This design comes from an exercise in tuning for small area and a short achievable clock period on the open sky130 flow, not from production work. Function was not checked in any run shown here: the RTL went through the layout flow alone. Power figures rest on the tool's default switching activity, not on a simulated workload.

==> flow/design.v (outline; a module is shown in full before it is edited, if it fits) <==
// module game_top: 19149 lines
module game_top(clk, keypad_in, dip_in, adc_data_in, seg_com, seg_data, seg_single_data, led_out, f_led1, f_led2, f_led3, f_led4, lcd_rs, lcd_rw, lcd_en, lcd_data, servo_pwm, step_motor_phase, piezo_out, adc_cs_n, adc_sclk
, adc_din);
  // ...
==> flow/flow/run.sh <==
#!/bin/bash
# Layout flow: the standard ORFS flow (standard.sh, unchanged synthesis, floorplan,
# power grid, placement, CTS, routing), with three settings passed to make:
#  - port buffers are buf_2 cells;
#  - clock tree synthesis inserts no dummy loads;
#  - repair_timing aims for a setup slack of 22.5 ns at the design's 30 ns clock,
#    so that the paths that set the achieved period are sized and buffered.
# All tool output goes to flow_standard.log here (ORFS's per-step logs are in orfs/logs).
set -uo pipefail
bash standard.sh finish \
  "BUFFER_PORTS_ARGS=-buffer_cell sky130_fd_sc_hd__buf_2" \
  "CTS_ARGS=-sink_clustering_enable -repair_clock_nets -dont_use_dummy_load" \
  "SETUP_SLACK_MARGIN=22.5" > flow_standard.log 2>&1
==> flow/standard.sh <==
#!/bin/bash
# synth_recipe.tcl (not shown) runs the flow's synth.tcl, then flattens the netlist and writes it again
# the make line also repeats each setting of config.mk as NAME=value (left out here)
make -C /OpenROAD-flow-scripts/flow DESIGN_CONFIG=/design/flow/config.mk WORK_HOME=/design/flow/orfs CLKGATE_MAP_FILE= SYNTH_SCRIPT=/design/flow/synth_recipe.tcl "${@:-finish}"
==> flow/config.mk <==
export PLATFORM = sky130hd
export DESIGN_NAME = game_top
export DESIGN_NICKNAME = game_top
export VERILOG_FILES = /design/flow/design.v
export SDC_FILE = /design/flow/constraint.sdc
export NUM_CORES = 4
export LEC_CHECK = 0
export ABC_AREA = 1
export CAP_MARGIN = 20
export CORE_MARGIN = 2
export CORE_UTILIZATION = 40
export PLACE_DENSITY = 0.6
export SLEW_MARGIN = 20
==> flow/constraint.sdc <==
create_clock -name core_clock -period 30.0 [get_ports {clk}]
set_input_delay 6.0000 -clock core_clock [delete_from_list [all_inputs] [get_ports {clk}]]
set_output_delay 6.0000 -clock core_clock [all_outputs]
set_load 0.01 [all_outputs]
==> results.yml, run 1 <==
synthesis:
  synth.top_cell.area_share_pct: 30.8
  post_synth_inst_count: 2718
  muxShareOfSynthArea_pct: 0.240
  ys_top_cells_by_area: "dfrtp_1 31%, dfstp_2 9.0%, nand2_1 8.3%, inv_1 7.8%, edfxtp_1 7.2%"
  synth-edff-count: 54
  ys_warnings: 1
routing:
  met2WireLength_mm: 24.4
  wl_met1_mm: 24.7
  final_antenna_net_count: 0
  routedWlPerCell_um: 14.9
  routed-via-count: 17872
layout:
  multi_input_comb_area_um2: 9330
  n_multi_input_combinational_cell: 1749
  post_layout_nonfiller_instances: 3548
  final_nets: 2897
  area.growth.synth_to_final_pct: 10.3
clocking:
  cts.root.buffer_cell: "clkbuf_16"
  cts_tree: "done"
global_routing:
  grt_usage_pct: 18.6
  grt_start_max_net_pins: 136
  number_of_global_route_vias_before_repair: 17580
hold_path:
  hold-path-cell-count: 0
  worst_hold_startpoint: "lf[30]"
place:
  numPlacedInstances: 3499
  preCtsSetupSlack_ps: 22040
  detailed_place_hpwl_mm: 39.4
setup_path:
  crit_path_max_fanout: 4
  worst_path_max_delay_cell: "dfstp_2"
  crit_path_start: "nG"
  crit_path_start_kind: "register"
  critical_path_s_largest_stage_delay_ps: 540
power_and_ir_drop:
  power_leakage_nw: 11.8
  combinational_share_of_power_pct: 15.4
  power_sequential_uw: 695
die:
  floorplan.tapcells: 748
status:
  status: "finished clean"
==> run 2, diff against run 1 <==
==> flow/run.sh (new file) <==
#!/bin/bash
# synth_recipe.tcl (not shown) runs the flow's synth.tcl, then flattens the netlist and writes it again
# the make line also repeats each setting of config.mk as NAME=value (left out here)
make -C /OpenROAD-flow-scripts/flow DESIGN_CONFIG=/design/flow/config.mk WORK_HOME=/design/flow/orfs CLKGATE_MAP_FILE= SYNTH_SCRIPT=/design/flow/synth_recipe.tcl finish
removed: flow/flow/run.sh
removed: flow/standard.sh
==> run 2 against run 1 <==
Against the previous run: worst setup slack got worse by 490 ps; global-route usage rose by 0.42 points; sequential cell count did not move; combinational power barely moved; sequential share of layout area fell by 1.6 points; synthesized cell count did not move; critical endpoint is now seg_com[1]; clock power rose by about 30%; first-iteration DRC count rose by 14%; count of clock-buffer cells in the layout rose by 15; power rose by 11%.
==> results.yml, run 2 <==
status:
  status: "finished clean"
global_routing:
  overflow: 0
  number_of_global_route_vias_before_repair: 17621
  grt_usage_pct: 19.0
  grt_start_max_net_pins: 76
  antenna_violations_before_repair: 3
  grt_pass1_wl_mm: 89.0
sta:
  setup_tns_ps: 0
  max-slew-margin-rel_pct: 33.7
  slew_viol_final: 0
  post-route-period-util_pct: 25.8
  grt_setup_unrepaired: "no"
  clock-skew-final_ps: 18.4
  layout_min_cycle_time_ps: 7740
  final_hold_viol_count: 0
  max_freq_mhz: 129
  setup_violations: 0
  hold_slack_ps: 349
  worstMarginPinSlew_ps: 984
setup_path:
  crit_path_max_fanout: 3
  worst_r2r_endpoint: "evs"
  crit_cells: 1
  crit_family: "flip-flops"
  worst-path-buf-inv: 1
  reg2reg_setup_slack_ps: 24140
  crit_path_start_kind: "register"
  timing.reg2reg.worst_path_depth: 29
  timing.critical_path.to_type: "output pin"
  timing_worst_setup_path_type: "reg -> out"
  worst_path_max_delay_cell: "dfstp_2"
  worst_ep_arrival_ps: 1740
  critical_path_s_largest_stage_delay_ps: 570
  critical_path_cell_by_cell: "clkdlybuf4s50_1"
  worst-endpoint-required_ps: 24000
clocking:
  cts_tree: "done"
  cts_made_buffers: 48
  cts.htree.levels: 2
  post_cts_resized: 0
  clock_slew_seen_by_the_registers_of_the_worst_setup_and_hold_paths_ps: 60
  post_cts.repair.setup_buffers: 0
  cts_num_sinks: 426
  worstSkewPairLatency_ps: 610
  hold_buffers: 0
  clk_path_buf_depth: 3
  cts.root.buffer_cell: "clkbuf_16"
routing:
  detail_route.vias_per_cell: 5.02
  routed-via-count: 18037
  final_antenna_net_count: 0
  drtPass1Iterations: 6
  first_iter_violations: 1381
  remaining_drcs: 0
  finalWirelength_mm: 54.0
  routedWlPerCell_um: 15.0
synthesis:
  synth-seq-area-share_pct: 48.7
  syn_avg_cell_area_um2: 8.25
  synthesis.area_um2: 22400
  synth_unique_cells: 76
  synth.ff_latch_count: 426
  post-synth-top-count-cell: "nand2_1"
  dominantRegCellSynth: "dfrtp_1"
  async_set_or_reset_flop_fraction_in_the_synthesized_netlist_pct: 82.9
  ys_top_cells_by_area: "dfrtp_1 31%, dfstp_2 9.0%, nand2_1 8.3%, inv_1 7.8%, edfxtp_1 7.2%"
  netlist.top_cell.by_area: "dfrtp_1"
  ys_warnings: 1
  synth.cells.most_frequent: "497 x nand2_1, 466 x inv_1, 316 x nor2_1"
  synth-edff-count: 54
  synth.top_cell.area_share_pct: 30.8
  post_synth_inst_count: 2718
power_and_ir_drop:
  swShare_pct: 28.4
  combinational_share_of_power_pct: 14.1
  proportion_of_power_drawn_by_flip_flops_and_latches_pct: 44.7
  total_switching_power_uw: 442
  worst_vdd_drop_mv: 0.0453
  power.share.clock_pct: 41.3
  power_leakage_nw: 12.1
  cell_internal_pwr_mw: 1.11
  power_density_nw_per_um2: 60.6
layout:
  final_util_pct: 46.4
  layout_common_cells: "497 x nand2_1, 466 x inv_1, 315 x nor2_1"
  final_nets: 2897
  layout.cells.most_common: "nand2_1"
  final_layout_size_suffix_gt1_share_pct: 8.90
  area.growth.synth_to_final_pct: 14.5
  num_antenna_cells: 0
place:
  place.gp.congestion: 0.921
  buffer_ports.inserted: 82
  detailed_place_hpwl_mm: 40.2
die:
  row_count: 86
  floorplan.core_area_um2: 55300
  dieHeight_um: 241
  fp.dieArea_um2: 58000
  boundaryPins: 86
  chipWidth_um: 241
  start_util_pct: 40.6
hold_path:
  worst_hold_startpoint: "lf[30]"
  hold-path-cell-count: 0
  min_delay_worst_endpoint: "lf[31]"
  min_path_type: "reg -> reg"
job:
  max_cap_violations: 0
## run 2: cell counts after synthesis
Identical to the previous run, type by type.
## run 2: cell type report
type	count	area [um2]
sequential	426	10900
fill	5394	29600
clock buffer	63	1390
timing repair buffer	90	886
tap	748	936
multi-input combinational	1749	9330
inverter	487	1830
clock inverter	27	367
## run 2: worst max-delay path by stage
stage | from | endpoint | slack (ps)
2_1_floorplan | nG | f_led1[0] | 23360
3_3_place_gp | keypad_in[8] | ls[1] | 21690
3_5_place_dp | keypad_in[8] | tdat[0] | 21600
4_1_cts | seg_com[1] | seg_com[1] | 22220
5_1_grt | keypad_in[8] | tdat[7] | 21960
6_report | seg_com[1] | seg_com[1] | 22260
## run 2: power by group through the flow
stage / combinational (mW) / clock, mW / sequential, mW
final: 0.219 / 0.642 / 0.695
after global routing: 0.257 / 0.686 / 0.703
after CTS: 0.220 / 0.661 / 0.694
after detailed placement: 0.218 / 0 / 0.705
after global placement: 0.207 / 0 / 0.701
after floorplan: 0.162 / 0 / 0.691
## run 2: layer usage
layer / vias up / routed length (um) / GRT usage [%]
met4: 0 / 1140 / 4.92
met2: 400 / 25300 / 31.9
met1: 8575 / 24900 / 25.4
met3: 70 / 2690 / 3.53
li1: 8992 / - / -
met5: - / 0 / 0
## run 2: per-stage QoR
step | power (mW) | instance area, um2 | cells | setup slack, ps
6_report | 1.56 | 25700 | 3590 | 22260
5_1_grt | 1.65 | 25700 | 3590 | 21960
4_1_cts | 1.57 | 25700 | 3590 | 22220
3_5_place_dp | 0.922 | 23900 | 3500 | 21600
3_3_place_gp | 0.908 | 23900 | 3500 | 21690
2_1_floorplan | 0.853 | 22400 | 2720 | 23360
## run 2: kinds of logic (layout without fill, tap and decap cells)
logic type	count (synthesis)	count (layout)	share of synthesized area [%]
fa+ha+maj	74	74	4.28
other cells	1	3	0.0167
simple gates	1102	1102	21.4
xor+xnor	66	66	2.58
compound gates	499	499	13.0
buf+inv	545	667	9.75
mux	5	5	0.240
flops	426	426	48.7

==> port drivers added, routing unchanged <==
No port has a modelled driver above. Below, the same layouts with a new extraction and two added sets of constraints. Step 1: set_driving_cell puts a clkbuf_16 on clk and a buf_2 on each other input, an assumption about the parent block. Step 2 times the ports against the registers' clock, not the clock port: input delays grow and output delays shrink by t, the midpoint of the rising clock arrivals with the driver on. Three values: ideal ports, drivers, drivers and shift; two values: the first two.
run | t (ns) | setup slack, ns | worst setup path at the end | clock arrival spread, ns
run 1 | 0.621 | 22.750 / 22.693 / 22.328 | input, reset recovery | 0.084 / 0.084
run 2 | 0.658 | 22.256 / 22.198 / 21.762 | input, reset recovery | 0.019 / 0.018
After both steps setup and hold are still met in every run listed. For run 2, which loses most, drivers alone change the setup slack by -0.058 ns; drivers and shift together by -0.494 ns. The worst setup slack also covers recovery checks on asynchronous resets.
